Source: an optimization exercise on an open RTL-to-GDS flow (aim: small area). Production flows keep margins and buffers that such runs may drop.
At most, simulation tests tie the RTL to the original design; equivalence was not proved.
The RTL of runs 1 and 2 was laid out without a check of its function.
Power figures rest on the tool's default switching activity, not on a simulated workload.

<file path="design/flow/config.mk">
export PLATFORM = sky130hd
export DESIGN_NAME = riscv_cpu
export DESIGN_NICKNAME = riscv_cpu
export VERILOG_FILES = /design/flow/design.v
export SDC_FILE = /design/flow/constraint.sdc
export NUM_CORES = 4
export LEC_CHECK = 0
export CAP_MARGIN = 0
export CORE_MARGIN = 2
export CORE_UTILIZATION = 30
export CTS_CLUSTER_DIAMETER = 70
export CTS_CLUSTER_SIZE = 30
export SLEW_MARGIN = 0
export SYNTH_HIERARCHICAL = 1
</file>
<file path="design/flow/constraint.sdc">
create_clock -name core_clock -period 10.0 [get_ports {clk}]
set_input_delay 2.0000 -clock core_clock [delete_from_list [all_inputs] [get_ports {clk}]]
set_output_delay 2.0000 -clock core_clock [all_outputs]
set_load 0.01 [all_outputs]
</file>
<file path="design/flow/run.sh">
#!/bin/bash
# synth_recipe.tcl (not shown) runs the flow's synth.tcl, then flattens the netlist and writes it again
# the make line also repeats each setting of config.mk as NAME=value (left out here)
make -C /OpenROAD-flow-scripts/flow DESIGN_CONFIG=/design/flow/config.mk WORK_HOME=/design/flow/orfs CLKGATE_MAP_FILE= SYNTH_SCRIPT=/design/flow/synth_recipe.tcl finish
</file>
<file path="design/flow/design.v">
localparam [5:0] INSTR_ADD   = 6'h01;
localparam [5:0] INSTR_SUB   = 6'h02;
localparam [5:0] INSTR_XOR   = 6'h03;
localparam [5:0] INSTR_OR    = 6'h04;
localparam [5:0] INSTR_AND   = 6'h05;
localparam [5:0] INSTR_SLL   = 6'h06;
localparam [5:0] INSTR_SRL   = 6'h07;
localparam [5:0] INSTR_SRA   = 6'h08;
localparam [5:0] INSTR_SLT   = 6'h09;
localparam [5:0] INSTR_SLTU  = 6'h0A;
localparam [5:0] INSTR_ADDI  = 6'h0B;
localparam [5:0] INSTR_XORI  = 6'h0C;
localparam [5:0] INSTR_ORI   = 6'h0D;
localparam [5:0] INSTR_ANDI  = 6'h0E;
localparam [5:0] INSTR_SLLI  = 6'h0F;
localparam [5:0] INSTR_SRLI  = 6'h10;
localparam [5:0] INSTR_SRAI  = 6'h11;
localparam [5:0] INSTR_SLTI  = 6'h12;
localparam [5:0] INSTR_SLTIU = 6'h13;
localparam [5:0] INSTR_LB    = 6'h14;
localparam [5:0] INSTR_LH    = 6'h15;
localparam [5:0] INSTR_LW    = 6'h16;
localparam [5:0] INSTR_LBU   = 6'h17;
localparam [5:0] INSTR_LHU   = 6'h18;
localparam [5:0] INSTR_SB    = 6'h19;
localparam [5:0] INSTR_SH    = 6'h1A;
localparam [5:0] INSTR_SW    = 6'h1B;
localparam [5:0] INSTR_BEQ   = 6'h1C;
localparam [5:0] INSTR_BNE   = 6'h1D;
localparam [5:0] INSTR_BLT   = 6'h1E;
localparam [5:0] INSTR_BGE   = 6'h1F;
localparam [5:0] INSTR_BLTU  = 6'h20;
localparam [5:0] INSTR_BGEU  = 6'h21;
localparam [5:0] INSTR_JAL   = 6'h22;
localparam [5:0] INSTR_JALR  = 6'h23;
localparam [5:0] INSTR_LUI   = 6'h24;
localparam [5:0] INSTR_AUIPC = 6'h25;
localparam [5:0] INSTR_FENCE_I = 6'h26;
localparam [5:0] INSTR_CSRRW  = 6'h27;
localparam [5:0] INSTR_CSRRS  = 6'h28;
localparam [5:0] INSTR_CSRRC  = 6'h29;
localparam [5:0] INSTR_CSRRWI = 6'h2A;
localparam [5:0] INSTR_CSRRSI = 6'h2B;
localparam [5:0] INSTR_CSRRCI = 6'h2C;
localparam [5:0] INSTR_MRET    = 6'h2D;
localparam [5:0] INSTR_ECALL   = 6'h2E;
localparam [5:0] INSTR_EBREAK  = 6'h2F;
localparam [5:0] INSTR_INVALID = 6'h00;
`default_nettype none
module rdsel (
    input wire [30:0] d,
    input wire [30:0] s,
    output wire y
);
    wire [10:0] n;
    genvar i;
    generate for (i = 0; i < 10; i = i + 1) begin : g
        aoi3 u (.d(d[3*i+2:3*i]), .s(s[3*i+2:3*i]), .y(n[i]));
    end endgenerate
    assign n[10] = ~(d[30] & s[30]);
    nand11 r (.n(n), .y(y));
endmodule
module aoi3 (
    input wire [2:0] d,
    input wire [2:0] s,
    output wire y
);
    assign y = ~|(d & s);
endmodule
module nand11 (
    input wire [10:0] n,
    output wire y
);
    assign y = ~&n;
endmodule
`default_nettype none
module bkadd #(parameter N = 32, parameter TOP = 16) (
    input wire [N-1:0] a,
    input wire [N-1:0] b,
    input wire ci,
    output wire [N-1:0] s,
    output wire [N-1:0] pv,
    output wire [N-1:0] gv
);
    localparam M = N + 1;
    reg [M-1:0] g, p, G, P;
    integer i, d;
    always @(*) begin
        g = {a & b, ci};
        p = {a ^ b, 1'b0};
        G = g;
        P = p;
        for (d = 1; d < M; d = d * 2)
            for (i = 2 * d - 1; i < M; i = i + 2 * d) begin
                G[i] = G[i] | (P[i] & G[i - d]);
                P[i] = P[i] & P[i - d];
            end
        for (d = TOP; d >= 1; d = d / 2)
            for (i = 3 * d - 1; i < M; i = i + 2 * d) begin
                G[i] = G[i] | (P[i] & G[i - d]);
                P[i] = P[i] & P[i - d];
            end
    end
    assign s = p[M-1:1] ^ G[M-2:0];
    assign pv = p[M-1:1];
    assign gv = g[M-1:1];
endmodule
module rinc #(parameter N = 30) (
    input wire [N-1:0] a,
    input wire ci,
    output reg [N-1:0] s
);
    reg c;
    integer i;
    always @(*) begin
        c = ci;
        for (i = 0; i < N; i = i + 1) begin
            s[i] = a[i] ^ c;
            c = a[i] & c;
        end
    end
endmodule
module rdec #(parameter N = 29) (
    input wire [N-1:0] a,
    output reg [N-1:0] s
);
    reg b;
    integer i;
    always @(*) begin
        b = 1'b1;
        for (i = 0; i < N; i = i + 1) begin
            s[i] = a[i] ^ b;
            b = ~a[i] & b;
        end
    end
endmodule
`default_nettype none
module riscv_cpu (
    input wire clk,
    input wire rst,
    input wire [31:0] module_instr_in,
    input wire [31:0] module_read_data_in,
    output wire [31:0] module_pc_out,
    output wire [31:0] module_wr_data_out,
    output wire module_mem_wr_en,
    output wire module_mem_rd_en,
    output wire [31:0] module_read_addr,
    output wire [31:0] module_write_addr,
    output wire [3:0] module_write_byte_enable,
    output wire [2:0] module_load_type,
    input wire timer_interrupt,
    input wire software_interrupt,
    input wire external_interrupt,
    input wire icache_stall,
    output wire fence_i_signal
);
    integer k;
    reg  [31:0] pc;           
    reg  [31:0] d_ins;        
    reg         d_v;          
    reg  [31:0] e_ins;        
    reg         e_v;          
    reg  [31:0] m_res;        
    reg  [31:0] m_sd;         
    reg  [4:0]  m_rd;         
    reg  [2:0]  m_lt;         
    reg         m_sv;         
    reg  [1:0]  m_sf;         
    reg         m_hit;        
    wire [6:0] dop = d_ins[6:0];
    wire d_r  = (dop == 7'b0110011) | (dop == 7'b0100111) | (dop == 7'b1010011);
    wire d_i  = (dop == 7'b0000011) | (dop == 7'b0010011) | (dop == 7'b1100111);
    wire d_s  = (dop == 7'b0100011);
    wire d_b  = (dop == 7'b1100011);
    wire d_c  = (dop == 7'b1110011);
    wire d_rs1v = d_v & (d_r | d_i | d_s | d_b | (d_c & ~d_ins[14]));
    wire d_rs2v = d_v & (d_r | d_s | d_b);
    wire [6:0] op = e_ins[6:0];
    wire [2:0] f3 = e_ins[14:12];
    wire [6:0] f7 = e_ins[31:25];
    wire [4:0] a1 = e_ins[19:15];
    wire [4:0] a2 = e_ins[24:20];
    wire e_rr   = e_v & (op == 7'b0110011);
    wire e_ri   = e_v & (op == 7'b0010011);
    wire e_ld   = e_v & (op == 7'b0000011);
    wire e_st   = e_v & (op == 7'b0100011);
    wire e_br   = e_v & (op == 7'b1100011);
    wire e_jal  = e_v & (op == 7'b1101111);
    wire e_jalr = e_v & (op == 7'b1100111);
    wire e_lui  = e_v & (op == 7'b0110111);
    wire e_aui  = e_v & (op == 7'b0010111);
    wire e_sys  = e_v & (op == 7'b1110011);
    wire e_misc = e_v & (op == 7'b0001111);
    wire e_rx   = e_rr | (e_v & ((op == 7'b0100111) | (op == 7'b1010011)));
    wire e_rdv  = e_rx | e_aui | e_lui | e_jal | e_ld | e_ri | e_jalr | e_sys;
    wire e_ldv  = e_ld & (f3 != 3'd3) & (f3 != 3'd6) & (f3 != 3'd7);
    wire e_stv  = e_st & ~f3[2] & (f3[1:0] != 2'd3);
    wire e_fnc  = e_misc & (f3 == 3'd1);
    wire e_mret = e_v & (e_ins == 32'h30200073);
    wire e_ecal = e_v & (e_ins == 32'h00000073);
    wire e_ebrk = e_v & (e_ins == 32'h00100073);
    wire e_csr  = e_sys & (f3[1:0] != 2'd0);
    reg [31:0] imm;
    always @(*) begin
        if (e_st)
            imm = {{21{e_ins[31]}}, e_ins[30:25], e_ins[11:7]};
        else if (e_br)
            imm = {{20{e_ins[31]}}, e_ins[7], e_ins[30:25], e_ins[11:8], 1'b0};
        else if (e_lui | e_aui)
            imm = {e_ins[31:12], 12'b0};
        else if (e_jal)
            imm = {{12{e_ins[31]}}, e_ins[19:12], e_ins[20], e_ins[30:21], 1'b0};
        else
            imm = {{21{e_ins[31]}}, e_ins[30:20]};
    end
    wire alu_v = e_rr ? ((f7 == 7'h00) | ((f7 == 7'h20) & ((f3 == 3'd0) | (f3 == 3'd5))))
                      : ((f3 == 3'd1) ? (f7 == 7'h00) :
                         (f3 == 3'd5) ? ((f7 == 7'h00) | (f7 == 7'h20)) : 1'b1);
    reg [31:0] rf [1:31];
    reg [31:1] rfv;
    wire        rf_we = (m_rd != 5'd0);
    wire [31:0] rf_wd;
    always @(posedge clk) begin
        for (k = 1; k < 32; k = k + 1)
            if (m_rd == k) rf[k] <= rf_wd;
    end
    always @(posedge clk or posedge rst) begin
        if (rst) rfv <= 31'b0;
        else for (k = 1; k < 32; k = k + 1)
            if (m_rd == k) rfv[k] <= 1'b1;
    end
    reg [30:0] s1, s2;
    always @(*) begin
        for (k = 1; k < 32; k = k + 1) begin
            s1[k-1] = (a1 == k) & rfv[k];
            s2[k-1] = (a2 == k) & rfv[k];
        end
    end
    wire [31:0] r1, r2;
    genvar gb, gj;
    generate for (gb = 0; gb < 32; gb = gb + 1) begin : rd
        wire [30:0] col;
        for (gj = 1; gj < 32; gj = gj + 1) begin : c
            assign col[gj-1] = rf[gj][gb];
        end
        rdsel u1 (.d(col), .s(s1), .y(r1[gb]));
        rdsel u2 (.d(col), .s(s2), .y(r2[gb]));
    end endgenerate
    wire m_ld = ~(m_lt[1] & m_lt[0]);
    wire fa = rf_we & ~m_ld & (m_rd == a1);
    wire fb = rf_we & ~m_ld & (m_rd == a2);
    wire [31:0] rs1 = fa ? m_res : r1;
    wire [31:0] rs2 = fb ? m_res : r2;
    reg [31:0] mstatus, mie, mtvec, mscratch, mepc, mcause, mtval;
    reg [11:0] mip;
    reg [63:0] cycle;
    wire irq_e = mip[11] & mie[11];
    wire irq_t = mip[7] & mie[7];
    wire irq_s = mip[3] & mie[3];
    wire intr  = mstatus[3] & (irq_e | irq_t | irq_s);
    wire [11:0] caddr = e_ins[31:20];
    wire c_mstatus  = (caddr == 12'h300);
    wire c_misa     = (caddr == 12'h301);
    wire c_mie      = (caddr == 12'h304);
    wire c_mtvec    = (caddr == 12'h305);
    wire c_mscratch = (caddr == 12'h340);
    wire c_mepc     = (caddr == 12'h341);
    wire c_mcause   = (caddr == 12'h342);
    wire c_mtval    = (caddr == 12'h343);
    wire c_mip      = (caddr == 12'h344);
    wire c_cycle    = (caddr == 12'hC00);
    wire c_cycleh   = (caddr == 12'hC80);
    wire cval = c_mstatus | c_misa | c_mie | c_mtvec | c_mscratch | c_mepc |
                c_mcause | c_mtval | c_mip | c_cycle | c_cycleh;
    wire [31:0] crd = ({32{c_mstatus}}  & mstatus) |
                      ({32{c_misa}}     & 32'h40000100) |
                      ({32{c_mie}}      & mie) |
                      ({32{c_mtvec}}    & mtvec) |
                      ({32{c_mscratch}} & mscratch) |
                      ({32{c_mepc}}     & mepc) |
                      ({32{c_mcause}}   & mcause) |
                      ({32{c_mtval}}    & mtval) |
                      ({32{c_mip}}      & {20'b0, mip}) |
                      ({32{c_cycle}}    & cycle[31:0]) |
                      ({32{c_cycleh}}   & cycle[63:32]);
    wire [31:0] csrc    = f3[2] ? {27'b0, a1} : rs1;
    wire [31:0] csr_wd  = (f3[1:0] == 2'd1) ? csrc :
                          (f3[1:0] == 2'd2) ? (crd | csrc) : (crd & ~csrc);
    wire [31:0] wdr     = rst ? 32'b0 : csr_wd;
    wire t_mret = ~intr & e_mret;
    wire t_trap = intr | e_ecal | e_ebrk;
    wire cw = e_csr & ((f3[1:0] == 2'd1) | (a1 != 5'd0)) & ~intr;
    always @(posedge clk) begin
        if (rst | (cw & c_mie))      mie      <= wdr;
        if (rst | (cw & c_mtvec))    mtvec    <= wdr;
        if (rst | (cw & c_mscratch)) mscratch <= wdr;
        if (rst | (cw & c_mtval))    mtval    <= wdr;
        if (rst | t_trap | (cw & c_mepc))
            mepc <= rst ? 32'b0 : t_trap ? pc : csr_wd;
        if (rst | t_trap | (cw & c_mcause))
            mcause <= rst ? 32'b0 :
                      ~t_trap ? csr_wd :
                      intr ? {1'b1, 27'b0, irq_e ? 4'hB : irq_t ? 4'h7 : 4'h3} :
                      e_ecal ? 32'h0000000B : 32'h00000003;
        if (rst | (cw & c_mstatus)) begin
            mstatus[31:8] <= rst ? 24'h000018 : csr_wd[31:8];
            mstatus[6:4]  <= wdr[6:4];
            mstatus[2:0]  <= wdr[2:0];
        end
        if (rst)
            {mstatus[7], mstatus[3]} <= 2'b00;
        else if (t_trap)
            {mstatus[7], mstatus[3]} <= {mstatus[3], 1'b0};
        else if (t_mret)
            {mstatus[7], mstatus[3]} <= {1'b1, mstatus[7]};
        else if (cw & c_mstatus)
            {mstatus[7], mstatus[3]} <= {csr_wd[7], csr_wd[3]};
        if (rst)
            {mip[11], mip[7], mip[3]} <= 3'b000;
        else if (!(cw & c_mip))
            {mip[11], mip[7], mip[3]} <= {external_interrupt, timer_interrupt, software_interrupt};
        if (rst | (cw & c_mip)) begin
            mip[10:8] <= wdr[10:8];
            mip[6:4]  <= wdr[6:4];
            mip[2:0]  <= wdr[2:0];
        end
    end
    wire [31:0] cyc_lo, cyc_hi;
    rinc #(32) cinc_lo (.a(cycle[31:0]), .ci(1'b1), .s(cyc_lo));
    rinc #(32) cinc_hi (.a(cycle[63:32]), .ci(&cycle[31:0]), .s(cyc_hi));
    always @(posedge clk or posedge rst) begin
        if (rst) cycle <= 64'h0;
        else cycle <= {cyc_hi, cyc_lo};
    end
    wire use_rs2 = e_rr | e_br;
    wire [31:0] opb = use_rs2 ? rs2 : imm;
    wire is_sub = e_br | ((e_rr | e_ri) & (f3[2:1] == 2'b01)) | (e_rr & (f3 == 3'd0) & f7[5]);
    wire sgn    = e_br ? ~f3[1] : ~f3[0];
    wire [32:0] sum, sump, sumg;
    bkadd #(33) addr_main (.a({sgn & rs1[31], rs1}),
                           .b({sgn & opb[31], opb} ^ {33{is_sub}}),
                           .ci(is_sub), .s(sum), .pv(sump), .gv(sumg));
    wire lt = sum[32];
    wire eq = &sump[31:0];
    wire shl = (f3 == 3'd1);
    reg  [31:0] shin, shout;
    always @(*) begin
        for (k = 0; k < 32; k = k + 1) shin[k] = shl ? rs1[31-k] : rs1[k];
    end
    wire [31:0] shr = $signed({f7[5] & ~shl & rs1[31], shin}) >>> opb[4:0];
    always @(*) begin
        for (k = 0; k < 32; k = k + 1) shout[k] = shl ? shr[31-k] : shr[k];
    end
    wire [31:0] alu = ({32{f3 == 3'd0}} & sum[31:0]) |
                      ({32{f3[1:0] == 2'd1}} & shout) |
                      ({32{f3[2:1] == 2'b01}} & {31'b0, lt}) |
                      ({32{f3[2] & ~f3[0]}} & sump[31:0]) |
                      ({32{f3[2] & f3[1]}} & sumg[31:0]);
    wire [28:0] pcm8;
    rdec #(29) dec_pc (.a(pc[31:3]), .s(pcm8));
    wire [31:0] e_pc = {pcm8, pc[2:0]};
    wire [31:0] pc_imm;
    bkadd #(32) addr_pc (.a(e_pc), .b(imm), .ci(1'b0), .s(pc_imm), .pv(), .gv());
    wire [31:0] pc_four = {pc[2] ? {pc[31:3], 1'b0} : {pcm8, 1'b1}, pc[1:0]};
    reg br_t;
    always @(*) begin
        case (f3)
            3'd0: br_t = eq;
            3'd1: br_t = ~eq;
            3'd4: br_t = lt;
            3'd5: br_t = ~lt;
            3'd6: br_t = lt;
            3'd7: br_t = ~lt;
            default: br_t = 1'b0;
        endcase
    end
    wire j_vec = intr | e_ecal | e_ebrk;
    wire jump  = j_vec | (e_br & br_t) | e_jal | e_jalr | e_mret;
    wire [31:0] jaddr = ({32{j_vec}} & mtvec) |
                        ({32{~j_vec & e_mret}} & mepc) |
                        ({32{~j_vec & e_jalr}} & {sum[31:1], 1'b0}) |
                        ({32{~j_vec & (e_br | e_jal)}} & pc_imm);
    wire x_alu = ~intr & (e_rr | e_ri) & alu_v;
    wire x_adr = ~intr & (e_ldv | e_stv);
    wire x_lnk = ~intr & (e_jal | e_jalr);
    wire x_lui = ~intr & e_lui;
    wire x_aui = ~intr & e_aui;
    wire x_csr = ~intr & e_csr;
    wire [31:0] res = ({32{x_alu}} & alu) |
                      ({32{x_adr}} & sum[31:0]) |
                      ({32{x_lnk}} & pc_four) |
                      ({32{x_lui}} & imm) |
                      ({32{x_aui}} & pc_imm) |
                      ({32{x_csr}} & crd);
    assign fence_i_signal = e_fnc;
    wire stall_lu = e_ldv & (e_ins[11:7] != 5'd0) &
                    ((d_rs1v & (d_ins[19:15] == e_ins[11:7])) |
                     (d_rs2v & (d_ins[24:20] == e_ins[11:7])));
    wire cstall = stall_lu | icache_stall;
    wire [29:0] pc_next;
    rinc #(30) inc_pc (.a(pc[31:2]), .ci(1'b1), .s(pc_next));
    always @(posedge clk) begin
        if (rst) pc <= 32'b0;
        else if (jump) pc <= jaddr;
        else if (!cstall) pc <= {pc_next, pc[1:0]};
    end
    assign module_pc_out = pc;
    always @(posedge clk) begin
        if (rst | jump) d_v <= 1'b0;
        else if (!cstall) d_v <= 1'b1;
    end
    always @(posedge clk) begin
        if (!cstall) d_ins <= module_instr_in;
    end
    always @(posedge clk or posedge rst) begin
        if (rst) e_v <= 1'b0;
        else e_v <= d_v & ~(jump | e_fnc | cstall);
    end
    always @(posedge clk) e_ins <= d_ins;
    wire hit = e_ldv & m_sv & (m_sf == f3[1:0]) & (res == m_res);
    always @(posedge clk or posedge rst) begin
        if (rst) begin
            m_rd  <= 5'b0;
            m_lt[1:0] <= 2'b11;
            m_sv  <= 1'b0;
            m_hit <= 1'b0;
        end else begin
            m_rd  <= e_rdv ? e_ins[11:7] : 5'b0;
            m_lt[1:0] <= e_ldv ? f3[1:0] : 2'b11;
            m_sv  <= e_stv;
            m_hit <= hit;
        end
    end
    always @(posedge clk) begin
        m_lt[2] <= f3[2];
        m_sf  <= f3[1:0];
        m_res <= res;
        if (e_stv) m_sd <= rs2;
    end
    assign module_mem_wr_en = m_sv;
    assign module_mem_rd_en = m_ld;
    assign module_read_addr = m_res;
    assign module_write_addr = m_res;
    assign module_load_type = m_lt;
    assign module_write_byte_enable =
        (m_sf == 2'd0) ? 4'b0001 :
        (m_sf == 2'd1) ? (m_res[0] ? 4'b0000 : 4'b0011) :
                         ((m_res[1:0] == 2'b00) ? 4'b1111 : 4'b0000);
    assign module_wr_data_out = {m_sf[1] ? m_sd[31:16] : 16'b0,
                                 (m_sf != 2'd0) ? m_sd[15:8] : 8'b0,
                                 m_sd[7:0]};
    wire [31:0] fwd = (m_lt[1:0] == 2'd0) ? {{24{m_sd[7] & ~m_lt[2]}}, m_sd[7:0]} :
                      (m_lt[1:0] == 2'd1) ? {{16{m_sd[15] & ~m_lt[2]}}, m_sd[15:0]} :
                                            m_sd;
    wire [31:0] ldata = m_hit ? fwd : module_read_data_in;
    assign rf_wd = m_ld ? ldata : m_res;
endmodule
</file>
==> results of run 1 <==
[critical path, stage by stage (launching register included)]
cell	delay (ns)
dfxtp_1	0.68
nor2_1	0.24
and2_1	0.38
and3_1	0.56
buf_12	0.31
a222oi_1	0.35
nand4_1	0.36
or3_1	0.56
a311oi_2	0.29
a211o_2	0.39
xnor2_1	0.11
ha_1	0.41
o211ai_1	0.14
a21oi_2	0.18
o2111ai_2	0.24
o41ai_4	0.47
o21ai_1	0.26
fa_1	0.53
inv_1	0.07
a21oi_1	0.23
nor2_1	0.14
a2111oi_1	0.94
o21ai_0	0.23
nor4_1	0.23
o211ai_1	0.13
nor4_1	0.52
nand4_1	0.18
nor4_1	0.32
[power by group through the flow]
stage               Sequential [mW]  Combinational [mW]  Clock (mW)
finish                         6.87                1.09        4.60
global route                   6.88                1.14        4.85
CTS                            6.87                1.05        4.63
detailed placement             7.01                1.04           0
global placement               7.01                1.04           0
floorplan                      6.97               0.642           0
[stage by stage]
stage	power, mW	cells
final	12.6	9118
after global routing	12.9	9108
after CTS	12.5	9103
after detailed placement	8.06	8932
after global placement	8.05	8932
after floorplan	7.62	5553
[metal layers]
layer | GRT usage [%] | share of wire [%] | up-vias
met2 | 37.3 | 45 | 4567
li1 | - | - | 23700
met5 | 0 | 0.017 | -
met1 | 30.5 | 37 | 28900
met3 | 5.34 | 12 | 710
met4 | 12.7 | 6.6 | 10
[final cells by class]
| cell class | count | area (um^2) | area share, % |
|---|---|---|---|
| Inverter | 179 | 674 | 0.809 |
| Clock inverter | 77 | 1290 | 1.54 |
| Multi-Input combinational cell | 3589 | 27500 | 32.9 |
| Timing Repair Buffer | 485 | 4230 | 5.07 |
| Antenna cell | 12 | 30.0 | 0.0360 |
| Clock buffer | 94 | 2320 | 2.78 |
| Tap cell | 3185 | 3990 | 4.78 |
| Sequential cell | 1497 | 43400 | 52.0 |
[registers in the layout, indices dropped and copies added, names as in the netlist, 2 cells and up]
signal,count
rf,992
cycle,64
d_ins,32
e_ins,32
m_res,32
m_sd,32
mcause,32
mepc,32
mie,32
mscratch,32
mstatus,32
mtval,32
mtvec,32
pc,32
rfv,31
mip,12
m_rd,5
m_lt,3
m_sf,2
[worst paths after layout]
path | end | slack, ns | depth (start not counted)
setup / recovery | m_hit$_DFF_PP0_ | 0.32 | 27
hold reg to reg | e_ins[8]$_DFF_P_ | 0.34 | 0
min in group asynchronous | m_rd[1]$_DFF_PP0_ | 1.46 | 2
hold / removal | e_ins[8]$_DFF_P_ | 0.34 | 0
max in group asynchronous | m_hit$_DFF_PP0_ | 7.05 | 3
setup reg to reg | m_hit$_DFF_PP0_ | 0.32 | 27
[what timing repair did]
action                     in CTS  in global routing
hold buffers                    0                  0
setup endpoints to repair       0                  1
resized for setup               0                  1
buffers inserted                0                  0
==> key figures, run 1 <==
Run status
  – Status: finished clean

Placed design
  – Placed Area: around 80000 um^2
  – Worst slack, placed: 0.637 ns
  – DP Wirelength: 217000 um
  – Port Buffers: 207
  – GP Congestion: about 1.0

Route
  – Antenna Violating Nets Remaining: 0
  – 1st-pass router iterations: 13
  – Total number of vias: 57900
  – Via-to-Cell Ratio: 6.35
  – Avg WL per Cell: 33.3 um
  – Starting DRT DRC Count: between 10000 and 15000
  – Drc violations: 0
  – WL final: 304000 um

Worst setup path
  – CP endpoint kind: register
  – Crit Path Max Fanout: 22
  – Worst Path Arrival: just over 10 ns
  – Reg2reg start: e_ins[22]$_DFF_P_
  – Worst Setup Start Kind: register
  – CP startpoint: e_ins[22]$_DFF_P_
  – Worst EP required: between 10 and 15 ns
  – Crit path kind: reg -> reg

Synth
  – Syn Area/Cell: 13.0 um^2
  – Synth Instances: around 5600
  – Syn. warnings: 13
  – Synth Cell Area: 72100 um^2

STA
  – Final worst slack: between 0.3 and 0.4 ns
  – Final setup viols: 0
  – Crit path time final: between 9 and 10 ns
  – Least-Margin Pin Slew: 1.43 ns
  – RSZ-0062 raised after global routing: no
  – Clock skew: 0.0902 ns
  – Fmax achieved: 103 MHz
  – Fin. Hold Viols: 0
  – Final-report max-slew violation count: 0
  – Hold_ws: 0.343 ns
  – Slew headroom: 1.61%
  – Final Cycle Share: a little over nine tenths
  – Setup TNS: 0 ns

Global route
  – First-pass GRT wire length: roughly 420000 um
  – Grt ovf: 0
  – Vias in the first global route: 54300
  – Antenna violations before repair: 19
  – Global-route usage over all layers: 23.8%
  – Largest net degree at the start of global routing: 68

Clocking
  – Worst-Skew Late Latency: 0.81 ns
  – CTS tree: done
  – Sink Count: 1497
  – CTS Buf Count: 91
  – Clock root cell: clkbuf_16
  – Clock tree buffer depth: 3
  – Reg clk slew, reported paths: 0.11 ns
  – CTS H-tree lvls: 3

Die
  – Die span in y: around 490 um
  – Starting Density: a little under a third
  – Die area: 244000 um^2
  – Std cell rows: 180
  – I/O Pins: between 200 and 250
  – Horiz. Die Dim: around 500 um
  – CORE AREA: roughly 240000 um^2

Power
  – Switching Share: 27.1%
  – Proportion of power drawn by the clock network: between 30% and 40%
  – LEAKAGE: 30.1 nW
  – Peak VDD IR: 125 uV
  – P per Cell Area: ~150 nW/um^2
  – Comb pwr share: 8.6%
  – Switching pwr: ~3.4 mW
  – Pint: 9.15 mW
  – Flop pwr share: 54.7%

Job
  – Max_cap viols: 0

Cells and area
  – Area Overhead vs Synth: 15.6%
  – Most frequent cells in the layout: 1287 x edfxtp_1, 675 x a222oi_1, 451 x nand2_1, 273 x buf_4, 263 x mux2i_1
  – Layout cells sized above 1: 11.5%
  – Final core utilization: 34.8%
  – Commonest non-fill, non-tap cell in the layout: edfxtp_1
  – Design Area, Final: 83400 um^2
  – Final #Nets: about 6100
  – Fill count: 23300

Worst hold path
  – Hold Path Class: reg -> reg
  – Beginning of the worst hold path: d_ins[8]$_DFFE_PN_
==> run 2, diff against run 1 <==
--- a/design/flow/design.v
+++ b/design/flow/design.v
@@ -349,10 +349,11 @@
     end
     wire [31:0] shr = $signed({f7[5] & ~shl & rs1[31], shin}) >>> opb[4:0];
     always @(*) begin
-        for (k = 0; k < 32; k = k + 1) shout[k] = shl ? shr[31-k] : shr[k];
+        for (k = 0; k < 32; k = k + 1) shout[k] = shr[31-k];
     end
     wire [31:0] alu = ({32{f3 == 3'd0}} & sum[31:0]) |
-                      ({32{f3[1:0] == 2'd1}} & shout) |
+                      ({32{f3 == 3'd1}} & shout) |
+                      ({32{f3 == 3'd5}} & shr) |
                       ({32{f3[2:1] == 2'b01}} & {31'b0, lt}) |
                       ({32{f3[2] & ~f3[0]}} & sump[31:0]) |
                       ({32{f3[2] & f3[1]}} & sumg[31:0]);
==> design/flow/flow/run.sh (new file) <==
#!/bin/bash
# The standard layout (the standard.sh, standard synthesis unchanged) with
# three changes after synthesis:
#  - port buffers use the smallest buffer cell instead of clkdlybuf4s50_1;
#  - CTS clusters up to 30 sinks within 80 um and inserts no dummy loads;
#  - power recovery after global routing downsizes cells on paths with slack.
# The make output of every step goes to run_std.log here; each ORFS tool keeps
# its own log under orfs/logs/.
set -euo pipefail
bash standard.sh \
  "BUFFER_PORTS_ARGS=-buffer_cell sky130_fd_sc_hd__buf_1" \
  "CTS_ARGS=-sink_clustering_enable -repair_clock_nets -sink_clustering_size 30 -sink_clustering_max_diameter 80 -dont_use_dummy_load" \
  "RECOVER_POWER=100" \
  finish > run_std.log 2>&1
==> design/flow/standard.sh (new file) <==
#!/bin/bash
# synth_recipe.tcl (not shown) runs the flow's synth.tcl, then flattens the netlist and writes it again
# the make line also repeats each setting of config.mk as NAME=value (left out here)
make -C /OpenROAD-flow-scripts/flow DESIGN_CONFIG=/design/flow/config.mk WORK_HOME=/design/flow/orfs CLKGATE_MAP_FILE= SYNTH_SCRIPT=/design/flow/synth_recipe.tcl "${@:-finish}"
==> design/flow/config.mk (replaced) <==
export PLATFORM = sky130hd
export DESIGN_NAME = riscv_cpu
export DESIGN_NICKNAME = riscv_cpu
export VERILOG_FILES = /design/flow/design.v
export SDC_FILE = /design/flow/constraint.sdc
export NUM_CORES = 4
export LEC_CHECK = 0
export CAP_MARGIN = 20
export CORE_MARGIN = 2
export CORE_UTILIZATION = 30
export SLEW_MARGIN = 20
export SYNTH_HIERARCHICAL = 1
removed: design/flow/run.sh
==> key figures, run 2 <==
Run status
  – Status: complete, but fails checks
  – SO Faults: capacitance limit, slew limit

Cells and area
  – Layout cells sized above 1: 7.16% (-4.3 points)
  – Fill count: 23700 (+1.8%)
  – Non-Filler Instances: 9137 (+0.21%)
  – Commonest non-fill, non-tap cell in the layout: edfxtp_1
  – Final #Nets: 6221 (+1.5%)
  – Top flop regs: rf x992, cycle x64
  – Most frequent cells in the layout: 1287 x edfxtp_1, 656 x a222oi_1, 501 x nand2_1, 236 x mux2i_1, 202 x nor2_1
  – Design Area, Final: 80600 um^2 (-3.3%)
  – Area Overhead vs Synth: 10.8%
  – Max FFs per register: 992 (unchanged)
  – Top reg by flops: rf
  – Final core utilization: 33.5% (-1.3 points)

Synth
  – Syn. warnings: 13 (unchanged)
  – Synth Instances: 5666 (+2.1%)
  – Synth Cell Area: 72800 um^2 (+0.86%)
  – Syn Area/Cell: 12.8 um^2 (-1.2%)

Route
  – WL final: 321000 um (+5.6%)
  – Antenna Violating Nets Remaining: 0 (unchanged)
  – 1st-pass router iterations: 13 (unchanged)
  – Wl on met1: 116000 um (+3.9%)
  – Met3 Wirelength: 42400 um (+19%)
  – Starting DRT DRC Count: 14100 (+10%)
  – Via-to-Cell Ratio: 6.55 (+3.2%)
  – Avg WL per Cell: 35.1 um (+5.4%)
  – Top layer in use: met5
  – Total number of vias: 59900 (+3.4%)
  – Drc violations: 0 (unchanged)
  – Routed wl met2: 143000 um (+5.1%)

STA
  – Hold_ws: 0.323 ns (-0.0199 ns)
  – Crit path time final: 9.63 ns (-0.0490 ns)
  – Final worst slack: 0.372 ns (+0.0490 ns)
  – Fmax achieved: 104 MHz (+0.51%)
  – RSZ-0062 raised after global routing: no
  – Least-Margin Pin Slew: 4.76 ns (+3.32 ns)
  – Slew headroom: -221% (-220 points)
  – Final setup viols: 0 (unchanged)
  – Final Cycle Share: 96.3% (-0.49 points)
  – Clock skew: 0.150 ns (+0.0594 ns)
  – Setup TNS: 0 ns (unchanged)
  – Fin. Hold Viols: 0 (unchanged)
  – Final-report max-slew violation count: 2349 (+2349)

Job
  – Max_cap viols: 72 (+72)

Placed design
  – DP Wirelength: 222000 um (+2.4%)
  – Port Buffers: 207 (unchanged)
  – Inst Count DP: 9042 (+1.2%)
  – GP Congestion: 0.984 (-5.2%)
  – Worst slack, placed: 0.774 ns (+0.138 ns)
  – Placed Area: 79300 um^2 (-0.44%)

Power
  – P per Cell Area: 140 nW/um^2 (-7.0%)
  – Peak VDD IR: 141 uV (+13%)
  – LEAKAGE: 28.2 nW (-6.2%)
  – Pwr Total: 11.3 mW (-10%)

Clocking
  – CTS tree: done
  – Sink Count: 1497 (unchanged)
  – Setup bufs post-CTS: 0 (unchanged)
  – Reg clk slew, reported paths: 0.11 ns (about the same)
  – Post_cts resized: 0 (unchanged)
  – CTS H-tree lvls: 3 (unchanged)
  – Clock tree buffer depth: 3 (unchanged)
  – CTS Buf Count: 75 (-18%)
  – Clock root cell: clkbuf_16
  – Worst-Skew Late Latency: 0.79 ns (-0.02 ns)
  – Hold bufs inserted after CTS: 0 (unchanged)

Worst hold path
  – Hold Path Class: reg -> reg
  – Beginning of the worst hold path: d_ins[10]$_DFFE_PN_

Worst setup path
  – Worst EP required: 10.56 ns (-0.06 ns)
  – CP startpoint: e_ins[16]$_DFF_P_
  – Reg2reg start: e_ins[16]$_DFF_P_
  – R2r setup slk: 0.37 ns (+0.05 ns)
  – Worst Path Arrival: 10.18 ns (-0.12 ns)
  – CP endpoint kind: register
  – Worst Setup Start Kind: register
  – Crit Path Max Fanout: 18 (-18%)
  – Crit path kind: reg -> reg

Die
  – Horiz. Die Dim: 496 um (+0.42%)
  – I/O Pins: 208 (unchanged)
  – Std cell rows: 180 (unchanged)
  – Die area: 246000 um^2 (+0.85%)
  – Die span in y: 496 um (+0.42%)
  – Starting Density: 30.2% (+0.14 points)
  – CORE AREA: 241000 um^2 (+0.38%)

Global route
  – Global-route usage over all layers: 24.9% (+1.1 points)
  – Largest net degree at the start of global routing: 68 (unchanged)
  – Vias in the first global route: 54800 (+0.84%)
  – Grt ovf: 0 (unchanged)
  – First-pass GRT wire length: 438000 um (+4.4%)
  – Antenna violations before repair: 35 (+16)
[run 2: routing by layer]
layer / up-vias / track usage, %
met5: - / 0.154
met4: 14 / 11.1
met3: 895 / 5.86
met2: 5020 / 39.2
met1: 29900 / 32.5
li1: 24100 / -
[run 2: final cells by class]
| cell class | count | area, um^2 | share of cell area (%) |
|---|---|---|---|
| sequential | 1497 | 43400 | 53.8 |
| timing repair buffer | 493 | 2820 | 3.50 |
| antenna | 18 | 45.0 | 0.0559 |
| multi-input combinational | 3696 | 27900 | 34.6 |
| inverter | 173 | 651 | 0.807 |
| clock buffer | 75 | 1880 | 2.33 |
| tap | 3185 | 3990 | 4.94 |
[run 2: worst max-delay path, cell delays in order, from the launching register on]
cell and delay (ns):
dfxtp_1 0.57, and2_0 0.65, and3_1 1.16, clkbuf_1 0.59, a222oi_1 0.19, nand4_1 0.32, or3_1 0.49, nand2_1 0.09
o21ai_0 0.13, clkbuf_1 0.44, ha_1 0.36, nand2_1 0.14, nor2_1 0.08, a221oi_1 0.31, o21ai_0 0.12, a21oi_1 0.15
buf_4 0.16, inv_1 0.05, fa_1 0.45, a221oi_1 0.28, o21a_1 0.26, nor2_1 0.06, or4b_2 0.70, or4_1 0.44
nor4b_2 0.27, o211ai_1 0.12, or4_1 0.53, nor4_1 0.25
[run 2: final timing paths]
check,end,cells after the start
min in group asynchronous,e_v$_DFF_PP0_,2
worst min-delay path,e_ins[10]$_DFF_P_,0
max in group asynchronous,cycle[48]$_DFF_PP0_,3
worst max register to register,m_hit$_DFF_PP0_,27
worst min register to register,e_ins[10]$_DFF_P_,0
worst max-delay path,m_hit$_DFF_PP0_,27
[run 2: report_power, final]
group	leakage (nW)	switching, mW	internal, mW
logic	12.9	0.770	0.322
clock network	0.924	1.97	1.34
registers	14.4	0.0848	6.80
==> run 3, diff against run 2 <==
--- a/design/flow/design.v
+++ b/design/flow/design.v
@@ -48,8 +48,8 @@
 localparam [5:0] INSTR_INVALID = 6'h00;
 `default_nettype none
 module rdsel (
-    input wire [30:0] d,
-    input wire [30:0] s,
+    input wire [31:0] d,
+    input wire [31:0] s,
     output wire y
 );
     wire [10:0] n;
@@ -57,7 +57,7 @@
     generate for (i = 0; i < 10; i = i + 1) begin : g
         aoi3 u (.d(d[3*i+2:3*i]), .s(s[3*i+2:3*i]), .y(n[i]));
     end endgenerate
-    assign n[10] = ~(d[30] & s[30]);
+    assign n[10] = ~((d[30] & s[30]) | (d[31] & s[31]));
     nand11 r (.n(n), .y(y));
 endmodule
 module aoi3 (
@@ -229,28 +229,26 @@
         else for (k = 1; k < 32; k = k + 1)
             if (m_rd == k) rfv[k] <= 1'b1;
     end
+    wire m_ld = ~(m_lt[1] & m_lt[0]);
+    wire fa = rf_we & ~m_ld & (m_rd == a1);
+    wire fb = rf_we & ~m_ld & (m_rd == a2);
     reg [30:0] s1, s2;
     always @(*) begin
         for (k = 1; k < 32; k = k + 1) begin
-            s1[k-1] = (a1 == k) & rfv[k];
-            s2[k-1] = (a2 == k) & rfv[k];
+            s1[k-1] = (a1 == k) & rfv[k] & ~fa;
+            s2[k-1] = (a2 == k) & rfv[k] & ~fb;
         end
     end
-    wire [31:0] r1, r2;
+    wire [31:0] rs1, rs2;
     genvar gb, gj;
     generate for (gb = 0; gb < 32; gb = gb + 1) begin : rd
         wire [30:0] col;
         for (gj = 1; gj < 32; gj = gj + 1) begin : c
             assign col[gj-1] = rf[gj][gb];
         end
-        rdsel u1 (.d(col), .s(s1), .y(r1[gb]));
-        rdsel u2 (.d(col), .s(s2), .y(r2[gb]));
+        rdsel u1 (.d({m_res[gb], col}), .s({fa, s1}), .y(rs1[gb]));
+        rdsel u2 (.d({m_res[gb], col}), .s({fb, s2}), .y(rs2[gb]));
     end endgenerate
-    wire m_ld = ~(m_lt[1] & m_lt[0]);
-    wire fa = rf_we & ~m_ld & (m_rd == a1);
-    wire fb = rf_we & ~m_ld & (m_rd == a2);
-    wire [31:0] rs1 = fa ? m_res : r1;
-    wire [31:0] rs2 = fb ? m_res : r2;
     reg [31:0] mstatus, mie, mtvec, mscratch, mepc, mcause, mtval;
     reg [11:0] mip;
     reg [63:0] cycle;
@@ -418,7 +416,8 @@
         else e_v <= d_v & ~(jump | e_fnc | cstall);
     end
     always @(posedge clk) e_ins <= d_ins;
-    wire hit = e_ldv & m_sv & (m_sf == f3[1:0]) & (res == m_res);
+    wire hit = e_ldv & m_sv & (m_sf == f3[1:0]) &
+               (intr ? (m_res == 32'b0) : (sum[31:0] == m_res));
     always @(posedge clk or posedge rst) begin
         if (rst) begin
             m_rd  <= 5'b0;
==> design/flow/flow/run.sh (replaced) <==
#!/bin/bash
# The standard layout (the standard.sh, standard synthesis unchanged) with
# two changes after synthesis:
#  - port buffers use the smallest buffer cell instead of clkdlybuf4s50_1;
#  - CTS clusters up to 30 sinks within 75 um and inserts no dummy loads.
# The make output of every step goes to run_std.log here; each ORFS tool keeps
# its own log under orfs/logs/.
set -euo pipefail
bash standard.sh \
  "BUFFER_PORTS_ARGS=-buffer_cell sky130_fd_sc_hd__buf_1" \
  "CTS_ARGS=-sink_clustering_enable -repair_clock_nets -sink_clustering_size 16 -sink_clustering_max_diameter 50 -dont_use_dummy_load -buf_list sky130_fd_sc_hd__clkbuf_8" \
  finish > run_std.log 2>&1
--- a/design/flow/config.mk
+++ b/design/flow/config.mk
@@ -5,8 +5,8 @@
 export SDC_FILE = /design/flow/constraint.sdc
 export NUM_CORES = 4
 export LEC_CHECK = 0
-export CAP_MARGIN = 20
+export CAP_MARGIN = 10
 export CORE_MARGIN = 2
 export CORE_UTILIZATION = 30
-export SLEW_MARGIN = 20
+export SLEW_MARGIN = 10
 export SYNTH_HIERARCHICAL = 1
==> key figures, run 3 <==
Run status
  – Status: finished clean

Synth
  – Syn. warnings: 13 (unchanged)
  – Syn Area/Cell: 13.5 um^2 (+5.3%)
  – Synth Cell Area: 71900 um^2 (-1.2%)
  – Synth Instances: 5316 (-6.2%)

Worst setup path
  – Worst Path Buf+Inv: 3 (-1)
  – Critical path's slowest cell: or3_1
  – Worst EP required: 10.74 ns (+0.18 ns)
  – Kind of cell adding the most delay to the critical path: simple AND/OR/NAND/NOR gates
  – CP max stage delay: 0.59 ns (-0.57 ns)
  – Worst Path Arrival: 10.03 ns (-0.15 ns)
  – Crit path kind: reg -> reg
  – CP endpoint kind: register
  – Worst Setup Start Kind: register
  – Crit Path Max Fanout: 66 (+48)

Global route
  – Grt ovf: 0 (unchanged)
  – Largest net degree at the start of global routing: 71 (+4.4%)
  – Vias in the first global route: 54000 (-1.5%)
  – Global-route usage over all layers: 25.9% (+1.1 points)
  – Antenna violations before repair: 53 (+51%)
  – First-pass GRT wire length: 446000 um (+1.7%)

STA
  – Fmax achieved: 108 MHz (+3.6%)
  – Clock skew: 0.164 ns (+0.0148 ns)
  – Final setup viols: 0 (unchanged)
  – Final Cycle Share: 92.9% (-3.3 points)
  – Final worst slack: 0.707 ns (+0.334 ns)
  – Slew headroom: 7.63% (+230 points)
  – Final-report max-slew violation count: 0 (-100%)
  – Least-Margin Pin Slew: 1.39 ns (-3.37 ns)
  – RSZ-0062 raised after global routing: no
  – Fin. Hold Viols: 0 (unchanged)
  – Crit path time final: 9.29 ns (-0.334 ns)
  – Setup TNS: 0 ns (unchanged)

Cells and area
  – Multi-input gate area: 27300 um^2 (-2.1%)
  – Area Overhead vs Synth: 11.8%
  – Register area: 43400 um^2 (about the same)
  – Final #Nets: 5983 (-3.8%)
  – Top reg by flops: rf
  – Final core utilization: 33.8% (+0.27 points)
  – Max FFs per register: 992 (unchanged)
  – Commonest non-fill, non-tap cell in the layout: edfxtp_1
  – Top flop regs: rf x992, cycle x64
  – Most frequent cells in the layout: 1287 x edfxtp_1, 661 x a222oi_1, 298 x buf_4, 228 x nand2_1, 206 x buf_1
  – Non-Filler Instances: 8895 (-2.6%)
  – Layout cells sized above 1: 13.6% (+6.5 points)
  – Fill count: 23300 (-1.9%)

Clocking
  – Setup bufs post-CTS: 0 (unchanged)
  – Hold bufs inserted after CTS: 0 (unchanged)
  – Worst-Skew Late Latency: 1.00 ns (+0.21 ns)
  – CTS Buf Count: 145 (+93%)
  – CTS tree: done
  – Reg clk slew, reported paths: 0.09 ns (-0.02 ns)
  – Post_cts resized: 0 (unchanged)
  – Clock tree buffer depth: 3 (unchanged)
  – Clock root cell: clkbuf_8
  – Sink Count: 1497 (unchanged)
  – CTS H-tree lvls: 4 (+1)

Route
  – Via-to-Cell Ratio: 6.52 (-0.48%)
  – Total number of vias: 58000 (-3.1%)
  – Top layer in use: met5
  – WL final: 330000 um (+2.8%)
  – Antenna Violating Nets Remaining: 0 (unchanged)
  – Routed wl met2: 146000 um (+1.6%)
  – Starting DRT DRC Count: 13600 (-3.2%)
  – Met3 Wirelength: 41400 um (-2.3%)
  – Avg WL per Cell: 37.1 um (+5.6%)
  – Wl on met1: 121000 um (+4.4%)
  – Drc violations: 0 (unchanged)
  – 1st-pass router iterations: 14 (+1)

Placed design
  – Port Buffers: 207 (unchanged)
  – Inst Count DP: 8718 (-3.6%)
  – Worst slack, placed: 1.07 ns (+0.292 ns)
  – GP Congestion: 1.00 (+2.0%)
  – DP Wirelength: 231000 um (+3.9%)

Die
  – I/O Pins: 208 (unchanged)
  – Die span in y: 494 um (-0.58%)
  – Horiz. Die Dim: 494 um (-0.58%)
  – CORE AREA: 238000 um^2 (-1.1%)
  – Std cell rows: 179 (-0.56%)
  – Die area: 244000 um^2 (-1.2%)
  – Starting Density: 30.2% (about the same)

Power
  – LEAKAGE: 28.0 nW (-0.74%)
  – Peak VDD IR: 107 uV (-25%)
  – Flop pwr share: 60.6% (-0.4 points)
  – P per Cell Area: 142 nW/um^2 (+1.1%)
  – Comb pwr share: 10.0% (+0.3 points)
  – Switching pwr: 2.95 mW (+4.5%)
  – Pint: 8.42 mW (-0.53%)
  – Proportion of power drawn by the clock network: 29.5% (+0.2 points)
  – Switching Share: 26.0% (+0.94 points)

Job
  – Max_cap viols: 0 (-100%)

Worst hold path
  – Hold Path Class: reg -> reg
==> run 3: changes by cell type in the layout (fill, tap and decap cells not counted), sizes merged, moves of 32 or more <==
cell    change
a21oi      +43
a22o       +40
nand2     -270
o21ai      -64
mux2i     -106
xnor2      +32
buf       +133
nand3      -32
clkbuf     -50
a22oi      +59
==> run 3: per-layer routing <==
layer	global-route usage, %	vias to the layer above
met3	6.98	754
met2	39.3	4696
li1	-	23300
met4	15.0	16
met5	0	-
met1	33.3	29300
==> run 3: layout make-up <==
type	count	share of cell area, %
sequential	1497	54.0
multi-input combinational	3385	34.0
tap	3167	4.93
timing repair buffer	506	3.78
clock buffer	145	2.48
inverter	163	0.767
antenna	32	0.0996
==> run 3: path summary, 6_finish.rpt <==
check	start	endpoint	slack [ns]	depth (start not counted)
setup / recovery	m_rd[1]$_DFF_PP0_	pc[3]$_SDFFE_PP0P_	0.71	30
hold / removal	d_ins[26]$_DFFE_PN_	e_ins[26]$_DFF_P_	0.33	0
setup reg to reg	m_rd[1]$_DFF_PP0_	pc[3]$_SDFFE_PP0P_	0.71	30
hold reg to reg	d_ins[26]$_DFFE_PN_	e_ins[26]$_DFF_P_	0.33	0
max in group asynchronous	rst	m_hit$_DFF_PP0_	7.38	3
min in group asynchronous	rst	cycle[40]$_DFF_PP0_	1.38	2
==> run 3: power by group through the flow <==
stage | registers (mW) | logic (mW) | clock network, mW
after floorplan | 6.98 | 0.658 | 0
after global placement | 7.02 | 1.08 | 0
after detailed placement | 7.02 | 1.09 | 0
after CTS | 6.89 | 1.09 | 3.37
after global routing | 6.90 | 1.18 | 3.59
final | 6.89 | 1.14 | 3.35
==> run 3: stage by stage <==
stage / hold slack, ns / total power, mW / cell area (um^2)
after global routing: 0.354 / 11.7 / 80300
final: 0.334 / 11.4 / 80400
after floorplan: 0.323 / 7.64 / 71900
after detailed placement: 0.328 / 8.11 / 78300
after global placement: 0.331 / 8.11 / 78300
after CTS: 0.335 / 11.3 / 80300
==> run 4, diff against run 3 <==
--- a/design/flow/flow/run.sh
+++ b/design/flow/flow/run.sh
@@ -8,5 +8,5 @@
 set -euo pipefail
 bash standard.sh \
   "BUFFER_PORTS_ARGS=-buffer_cell sky130_fd_sc_hd__buf_1" \
-  "CTS_ARGS=-sink_clustering_enable -repair_clock_nets -sink_clustering_size 16 -sink_clustering_max_diameter 50 -dont_use_dummy_load -buf_list sky130_fd_sc_hd__clkbuf_8" \
+  "CTS_ARGS=-sink_clustering_enable -repair_clock_nets -sink_clustering_size 30 -sink_clustering_max_diameter 75 -dont_use_dummy_load" \
   finish > run_std.log 2>&1
==> key figures, run 4 <==
Run status
  – Status: finished clean

Power
  – Peak VDD IR: 149 uV (+40%)
  – Pwr Total: 11.6 mW (+1.5%)
  – LEAKAGE: 28.0 nW (about the same)
  – P per Cell Area: 143 nW/um^2 (+1.3%)

Worst setup path
  – R2r setup slk: 0.68 ns (-0.02 ns)
  – Reg2reg start: m_rd[1]$_DFF_PP0_
  – Setup crit end: pc[5]$_SDFFE_PP0P_
  – CP endpoint kind: register
  – CP startpoint: m_rd[1]$_DFF_PP0_
  – Reg2reg path depth: 30 (unchanged)
  – Crit Path Max Fanout: 66 (unchanged)
  – Critical path's slowest cell: or3_1
  – Worst EP required: 10.61 ns (-0.13 ns)
  – Worst Path Arrival: 9.92 ns (-0.11 ns)
  – CP max stage delay: 0.58 ns (about the same)
  – Crit path kind: reg -> reg
  – R2r endpoint: pc[5]$_SDFFE_PP0P_
  – Worst Setup Start Kind: register

Route
  – Drc violations: 0 (unchanged)
  – Starting DRT DRC Count: 13600 (-0.059%)
  – 1st-pass router iterations: 15 (+1)
  – Total number of vias: 57900 (-0.26%)
  – Avg WL per Cell: 37.2 um (+0.25%)
  – Antenna Violating Nets Remaining: 0 (unchanged)
  – Via-to-Cell Ratio: 6.55 (+0.38%)
  – WL final: 329000 um (-0.38%)

Cells and area
  – Most frequent cells in the layout: 1287 x edfxtp_1, 661 x a222oi_1, 298 x buf_4, 228 x nand2_1, 206 x buf_1
  – Fill count: 23200 (-0.27%)
  – Layout cells sized above 1: 12.8% (-0.88 points)
  – Top flop regs: rf x992, cycle x64
  – Commonest non-fill, non-tap cell in the layout: edfxtp_1
  – Area Overhead vs Synth: 12.0%
  – Top reg by flops: rf
  – Max FFs per register: 992 (unchanged)
  – Final #Nets: 5923 (-1.0%)

Worst hold path
  – Hold path cells: 0 (unchanged)
  – Hold Path Class: reg -> reg

STA
  – Slew headroom: 13.2% (+5.6 points)
  – Final setup viols: 0 (unchanged)
  – Setup TNS: 0 ns (unchanged)
  – Fmax achieved: 107 MHz (-0.24%)
  – RSZ-0062 raised after global routing: no
  – Clock skew: 0.151 ns (-0.0137 ns)
  – Final-report max-slew violation count: 0 (unchanged)
  – Crit path time final: 9.32 ns (+0.0219 ns)
  – Least-Margin Pin Slew: 1.30 ns (-0.0839 ns)
  – Final Cycle Share: 93.2% (+0.22 points)
  – Fin. Hold Viols: 0 (unchanged)

Global route
  – Grt met2 use: 39.6% (+0.31 points)
  – Met3 Usage GRT: 6.63% (-0.35 points)
  – Antenna violations before repair: 48 (-9.4%)
  – First-pass GRT wire length: 445000 um (-0.25%)
  – Vias in the first global route: 53500 (-0.78%)
  – Grt ovf: 0 (unchanged)
  – Global-route usage over all layers: 25.9% (-0.088 points)
  – Most used routing layer: met2
  – Largest net degree at the start of global routing: 71 (unchanged)
  – Met1 usage: 33.3% (about the same)

Die
  – Die area: 244000 um^2 (unchanged)
  – Starting Density: 30.2% (unchanged)
  – Std cell rows: 179 (unchanged)
  – I/O Pins: 208 (unchanged)
  – Horiz. Die Dim: 494 um (unchanged)
  – Die span in y: 494 um (unchanged)
  – CORE AREA: 238000 um^2 (unchanged)

Placed design
  – GP Congestion: 1.00 (unchanged)
  – DP Wirelength: 231000 um (unchanged)
  – Port Buffers: 207 (unchanged)

Clocking
  – Hold bufs inserted after CTS: 0 (unchanged)
  – Sink Count: 1497 (unchanged)
  – Post_cts resized: 0 (unchanged)
  – Clock root cell: clkbuf_16
  – CTS tree: done
  – Setup bufs post-CTS: 0 (unchanged)
  – CTS Buf Count: 85 (-41%)
  – Worst-Skew Late Latency: 0.83 ns (-0.17 ns)
  – Clock tree buffer depth: 3 (unchanged)
  – CTS H-tree lvls: 3 (-1)
  – Reg clk slew, reported paths: 0.12 ns (+0.03 ns)

Synth
  – Synth Instances: 5316 (unchanged)
  – Syn. warnings: 13 (unchanged)
  – Syn Area/Cell: 13.5 um^2 (unchanged)
  – Synth Cell Area: 71900 um^2 (unchanged)

Job
  – Max_cap viols: 0 (unchanged)
-- run 4: changes by cell type in the layout (fill, tap and decap cells not counted) --
cell,change
xnor2_1,-1
diode_2,+4
xnor2_2,+1
a21oi_1,-1
a21oi_2,+1
clkbuf_16,+85
clkbuf_8,-145
-- run 4: layout make-up --
cell class	instances	area [um^2]	share of cell area [%]
sequential	1497	43400	53.9
multi-input combinational	3385	27300	33.9
tap	3167	3960	4.92
timing repair buffer	506	3040	3.77
clock buffer	85	2130	2.64
inverter	163	617	0.766
antenna	36	90.1	0.112
-- run 4: how the worst min path moves through the flow --
stage,start,to,slack (ns)
after floorplan,d_ins[10]$_DFFE_PN_,e_ins[10]$_DFF_P_,0.32
after global placement,d_ins[11]$_DFFE_PN_,e_ins[11]$_DFF_P_,0.33
after detailed placement,d_ins[10]$_DFFE_PN_,e_ins[10]$_DFF_P_,0.33
after CTS,d_ins[26]$_DFFE_PN_,e_ins[26]$_DFF_P_,0.34
after global routing,d_ins[27]$_DFFE_PN_,e_ins[27]$_DFF_P_,0.34
final,d_ins[26]$_DFFE_PN_,e_ins[26]$_DFF_P_,0.34
-- run 4: layer usage --
layer  wire [um]  vias up
li1            -    23200
met3       42300      718
met2      145000     4809
met4       22500        8
met5          45        -
met1      119000    29100
-- run 4: where the power goes --
part           switching, mW  total [mW]  internal (mW)
registers             0.0892        6.89           6.80
logic                  0.799        1.14          0.338
clock network           2.02        3.53           1.51
-- run 4: critical path: cells and delay by family (launching register included) --
| family | cells | cell delay (ns) |
|---|---|---|
| and+or+nand+nor | 11 | 3.43 |
| adders and majority gates | 2 | 0.70 |
| xor gates and xnor gates | 3 | 0.56 |
| DFF | 1 | 0.48 |
| AOI/OAI and AO/OA | 11 | 3.27 |
| buffers and inverters | 3 | 0.62 |
-- run 4: through the flow --
step / cell area [um^2] / setup slack (ns) / std cells / hold slack, ns / utilization (%)
finish: 80500 / 0.685 / 8839 / 0.343 / 33.8
global route: 80500 / 0.268 / 8817 / 0.341 / 33.8
CTS: 80400 / 0.913 / 8803 / 0.342 / 33.8
detailed placement: 78300 / 1.07 / 8718 / 0.328 / 32.9
global placement: 78300 / 1.25 / 8718 / 0.331 / 32.9
floorplan: 71900 / 0.412 / 5317 / 0.323 / -
==> run 5, diff against run 4 <==
--- a/design/flow/design.v
+++ b/design/flow/design.v
@@ -163,9 +163,9 @@
     reg  [31:0] m_res;        
     reg  [31:0] m_sd;         
     reg  [4:0]  m_rd;         
-    reg  [2:0]  m_lt;         
+    reg         m_lv;         
     reg         m_sv;         
-    reg  [1:0]  m_sf;         
+    reg  [2:0]  m_f3;         
     reg         m_hit;        
     wire [6:0] dop = d_ins[6:0];
     wire d_r  = (dop == 7'b0110011) | (dop == 7'b0100111) | (dop == 7'b1010011);
@@ -229,7 +229,7 @@
         else for (k = 1; k < 32; k = k + 1)
             if (m_rd == k) rfv[k] <= 1'b1;
     end
-    wire m_ld = ~(m_lt[1] & m_lt[0]);
+    wire m_ld = m_lv;
     wire fa = rf_we & ~m_ld & (m_rd == a1);
     wire fb = rf_we & ~m_ld & (m_rd == a2);
     reg [30:0] s1, s2;
@@ -416,24 +416,23 @@
         else e_v <= d_v & ~(jump | e_fnc | cstall);
     end
     always @(posedge clk) e_ins <= d_ins;
-    wire hit = e_ldv & m_sv & (m_sf == f3[1:0]) &
+    wire hit = e_ldv & m_sv & (m_f3[1:0] == f3[1:0]) &
                (intr ? (m_res == 32'b0) : (sum[31:0] == m_res));
     always @(posedge clk or posedge rst) begin
         if (rst) begin
             m_rd  <= 5'b0;
-            m_lt[1:0] <= 2'b11;
+            m_lv  <= 1'b0;
             m_sv  <= 1'b0;
             m_hit <= 1'b0;
         end else begin
             m_rd  <= e_rdv ? e_ins[11:7] : 5'b0;
-            m_lt[1:0] <= e_ldv ? f3[1:0] : 2'b11;
+            m_lv  <= e_ldv;
             m_sv  <= e_stv;
             m_hit <= hit;
         end
     end
     always @(posedge clk) begin
-        m_lt[2] <= f3[2];
-        m_sf  <= f3[1:0];
+        m_f3  <= f3;
         m_res <= res;
         if (e_stv) m_sd <= rs2;
     end
@@ -441,16 +440,16 @@
     assign module_mem_rd_en = m_ld;
     assign module_read_addr = m_res;
     assign module_write_addr = m_res;
-    assign module_load_type = m_lt;
+    assign module_load_type = m_f3;
     assign module_write_byte_enable =
-        (m_sf == 2'd0) ? 4'b0001 :
-        (m_sf == 2'd1) ? (m_res[0] ? 4'b0000 : 4'b0011) :
+        (m_f3[1:0] == 2'd0) ? 4'b0001 :
+        (m_f3[1:0] == 2'd1) ? (m_res[0] ? 4'b0000 : 4'b0011) :
                          ((m_res[1:0] == 2'b00) ? 4'b1111 : 4'b0000);
-    assign module_wr_data_out = {m_sf[1] ? m_sd[31:16] : 16'b0,
-                                 (m_sf != 2'd0) ? m_sd[15:8] : 8'b0,
+    assign module_wr_data_out = {m_f3[1] ? m_sd[31:16] : 16'b0,
+                                 (m_f3[1:0] != 2'd0) ? m_sd[15:8] : 8'b0,
                                  m_sd[7:0]};
-    wire [31:0] fwd = (m_lt[1:0] == 2'd0) ? {{24{m_sd[7] & ~m_lt[2]}}, m_sd[7:0]} :
-                      (m_lt[1:0] == 2'd1) ? {{16{m_sd[15] & ~m_lt[2]}}, m_sd[15:0]} :
+    wire [31:0] fwd = (m_f3[1:0] == 2'd0) ? {{24{m_sd[7] & ~m_f3[2]}}, m_sd[7:0]} :
+                      (m_f3[1:0] == 2'd1) ? {{16{m_sd[15] & ~m_f3[2]}}, m_sd[15:0]} :
                                             m_sd;
     wire [31:0] ldata = m_hit ? fwd : module_read_data_in;
     assign rf_wd = m_ld ? ldata : m_res;
==> design/flow/flow/run.sh (replaced) <==
#!/bin/bash
# The standard layout (the standard.sh, standard synthesis unchanged) with
# two changes after synthesis:
#  - port buffers use the smallest buffer cell instead of clkdlybuf4s50_1;
#  - CTS uses clkbuf_8, clusters up to 16 sinks within 50 um, and inserts no dummy loads.
# The make output of every step goes to run_std.log here; each ORFS tool keeps
# its own log under orfs/logs/.
set -euo pipefail
bash standard.sh \
  "BUFFER_PORTS_ARGS=-buffer_cell sky130_fd_sc_hd__buf_1" \
  "CTS_ARGS=-sink_clustering_enable -repair_clock_nets -sink_clustering_size 16 -sink_clustering_max_diameter 50 -dont_use_dummy_load -buf_list sky130_fd_sc_hd__clkbuf_8" \
  finish > run_std.log 2>&1
--- a/design/flow/config.mk
+++ b/design/flow/config.mk
@@ -8,5 +8,6 @@
 export CAP_MARGIN = 10
 export CORE_MARGIN = 2
 export CORE_UTILIZATION = 30
+export PLACE_DENSITY = 0.75
 export SLEW_MARGIN = 10
 export SYNTH_HIERARCHICAL = 1
==> key figures, run 5 <==
Run status
  – Status: complete, but fails checks
  – SO Faults: capacitance limit, slew limit

Worst setup path
  – Setup crit end: pc[16]$_SDFFE_PP0P_
  – Worst EP required: 10.85 ns (+0.24 ns)
  – R2r setup slk: 0.54 ns (-0.15 ns)
  – Worst Setup Start Kind: register
  – Top cell by count, worst path: xor2_1
  – Crit path kind: reg -> reg
  – Reg2reg start: e_ins[22]$_DFF_P_
  – CP endpoint kind: register
  – R2r endpoint: pc[16]$_SDFFE_PP0P_
  – Crit Path Max Fanout: 64 (-3.0%)
  – CP startpoint: e_ins[22]$_DFF_P_
  – CP max stage delay: 0.74 ns (+0.16 ns)
  – Worst Path Arrival: 10.31 ns (+0.39 ns)
  – Critical path's slowest cell: dfxtp_1
  – Reg2reg path depth: 31 (+3.3%)

Cells and area
  – Top reg by flops: rf
  – Layout cells sized above 1: 11.9% (-0.83 points)
  – Max FFs per register: 992 (unchanged)
  – Final #Nets: 5813 (-1.9%)
  – Register area: 43400 um^2 (about the same)
  – Commonest non-fill, non-tap cell in the layout: edfxtp_1
  – Most frequent cells in the layout: 1287 x edfxtp_1, 661 x a222oi_1, 244 x buf_4, 206 x buf_1, 182 x ha_1
  – Fill count: 22900 (-1.4%)
  – Non-Filler Instances: 8689 (-1.7%)
  – Multi-input gate area: 26400 um^2 (-3.3%)
  – Top flop regs: rf x992, cycle x64
  – Area Overhead vs Synth: 11.2%

Worst hold path
  – Beginning of the worst hold path: d_ins[27]$_DFFE_PN_
  – Hold Path Class: reg -> reg

Synth
  – Syn Area/Cell: 13.7 um^2 (+1.2%)
  – Synth Instances: 5192 (-2.3%)
  – Syn. warnings: 13 (unchanged)
  – Synth Cell Area: 71100 um^2 (-1.2%)

Route
  – Avg WL per Cell: 35.4 um (-4.8%)
  – Antenna Violating Nets Remaining: 0 (unchanged)
  – Via-to-Cell Ratio: 6.67 (+1.9%)
  – Drc violations: 0 (unchanged)
  – 1st-pass router iterations: 17 (+2)
  – Total number of vias: 58000 (+0.18%)
  – Starting DRT DRC Count: 14300 (+4.7%)
  – WL final: 308000 um (-6.4%)

Clocking
  – Sink Count: 1496 (-0.067%)
  – Clock tree buffer depth: 3 (unchanged)
  – CTS H-tree lvls: 4 (+1)
  – CTS tree: done
  – CTS Buf Count: 138 (+62%)
  – Setup bufs post-CTS: 0 (unchanged)
  – Post_cts resized: 0 (unchanged)
  – Reg clk slew, reported paths: 0.10 ns (-0.02 ns)
  – Clock root cell: clkbuf_8
  – Worst-Skew Late Latency: 1.05 ns (+0.22 ns)
  – Hold bufs inserted after CTS: 0 (unchanged)

Placed design
  – Port Buffers: 207 (unchanged)
  – Inst Count DP: 8536 (-2.1%)
  – GP Congestion: 1.04 (+3.2%)
  – DP Wirelength: 207000 um (-10%)

STA
  – Fmax achieved: 106 MHz (-1.5%)
  – Final-report max-slew violation count: 18 (+18)
  – Final Cycle Share: 94.6% (+1.5 points)
  – Clock skew: 0.159 ns (+0.00831 ns)
  – Fin. Hold Viols: 0 (unchanged)
  – Slew headroom: -1.39% (-15 points)
  – Crit path time final: 9.46 ns (+0.146 ns)
  – RSZ-0062 raised after global routing: no
  – Final setup viols: 0 (unchanged)
  – Setup TNS: 0 ns (unchanged)
  – Least-Margin Pin Slew: 1.52 ns (+0.219 ns)

Power
  – Peak VDD IR: 201 uV (+35%)
  – P per Cell Area: 143 nW/um^2 (about the same)
  – LEAKAGE: 25.8 nW (-7.9%)

Die
  – Std cell rows: 178 (-0.56%)
  – CORE AREA: 235000 um^2 (-1.1%)
  – I/O Pins: 208 (unchanged)
  – Die area: 241000 um^2 (-1.2%)
  – Starting Density: 30.2% (about the same)
  – Die span in y: 491 um (-0.59%)
  – Horiz. Die Dim: 491 um (-0.59%)

Global route
  – Grt ovf: 0 (unchanged)
  – Met3 Usage GRT: 8.19% (+1.6 points)
  – Antenna violations before repair: 42 (-13%)
  – Largest net degree at the start of global routing: 71 (unchanged)
  – Grt met2 use: 37.1% (-2.5 points)
  – Global-route usage over all layers: 24.3% (-1.5 points)
  – Most used routing layer: met2
  – Met1 usage: 29.5% (-3.8 points)
  – Vias in the first global route: 54600 (+2.0%)
  – First-pass GRT wire length: 421000 um (-5.2%)

Job
  – Max_cap viols: 1 (+1)
==> run 5: final cells by class <==
class / count / area share [%]
flip-flops and latches: 1496 / 54.9
multi-input cells: 3260 / 33.4
well taps: 3150 / 4.99
repair buffers: 456 / 3.43
clock buffers: 138 / 2.40
inverters: 176 / 0.839
diodes: 13 / 0.0412
==> run 5: through the flow <==
stage	cell area [um^2]	total power [mW]	hold WS [ns]	worst slack, ns	util (%)
after floorplan	71100	7.69	0.323	0.537	-
after global placement	77000	8.13	0.329	0.997	32.7
after detailed placement	77000	8.14	0.328	0.843	32.7
after CTS	78900	11.3	0.330	0.796	33.5
after global routing	79000	11.6	0.327	0.210	33.6
final	79000	11.3	0.314	0.538	33.6
==> run 5: worst min path at each step <==
stage	to	slack (ns)	depth (start not counted)
floorplan	e_ins[10]$_DFF_P_	0.32	0
global placement	e_ins[31]$_DFF_P_	0.33	0
detailed placement	e_ins[12]$_DFF_P_	0.33	0
CTS	e_ins[28]$_DFF_P_	0.33	0
global route	e_ins[28]$_DFF_P_	0.33	0
finish	e_ins[27]$_DFF_P_	0.31	0
==> run 5: routing by layer <==
metal,part of all wire [%],wire length [um]
met5,0.058,177
met1,34,103000
met3,15,46900
met2,43,133000
met4,7.8,24100
==> run 5: worst max-delay path: cells and delay by family, from the launching register on <==
kind                     cells  cell delay, ns
AND/OR/NAND/NOR             10            3.21
AO/OA/AOI/OAI               11            2.76
buffers and inverters        4            1.27
flip-flops                   1            0.74
XOR/XNOR                     4            0.67
adder cells (fa/ha/maj)      2            0.64
==> run 5: where the power goes <==
part           switching, mW  internal (mW)
logic                  0.822          0.356
clock network           2.04           1.23
registers             0.0877           6.80

-- static timing again, ports no longer ideal --
How much do the figures lean on ideal ports? The routed layouts below were timed once more, with nothing changed but the port constraints. Step 1 (the two cells are an assumption about what drives the block):
set clk [get_ports {clk}]
set_driving_cell -lib_cell sky130_fd_sc_hd__clkbuf_16 $clk
set_driving_cell -lib_cell sky130_fd_sc_hd__buf_2 [delete_from_list [all_inputs] $clk]
Step 2, shift: input delay + t, output delay - t, t = (earliest + latest rising clock arrival at the registers) / 2. This alone moves slack from input paths to output paths. a / b / c = ideal / step 1 / step 2; a / b = the first two.
run | shift t [ns] | setup slack, ns | hold WS [ns]
run 1 | 0.862 | 0.323 / 0.323 / 0.323 | 0.343 / 0.343 / 0.343
run 2 | 0.808 | 0.372 / 0.372 / 0.372 | 0.323 / 0.323 / 0.323
run 3 | 1.000 | 0.707 / 0.707 / 0.707 | 0.334 / 0.334 / 0.334
run 4 | 0.837 | 0.685 / 0.685 / 0.685 | 0.343 / 0.343 / 0.343
run 5 | 1.050 | 0.538 / 0.538 / 0.538 | 0.314 / 0.314 / 0.314
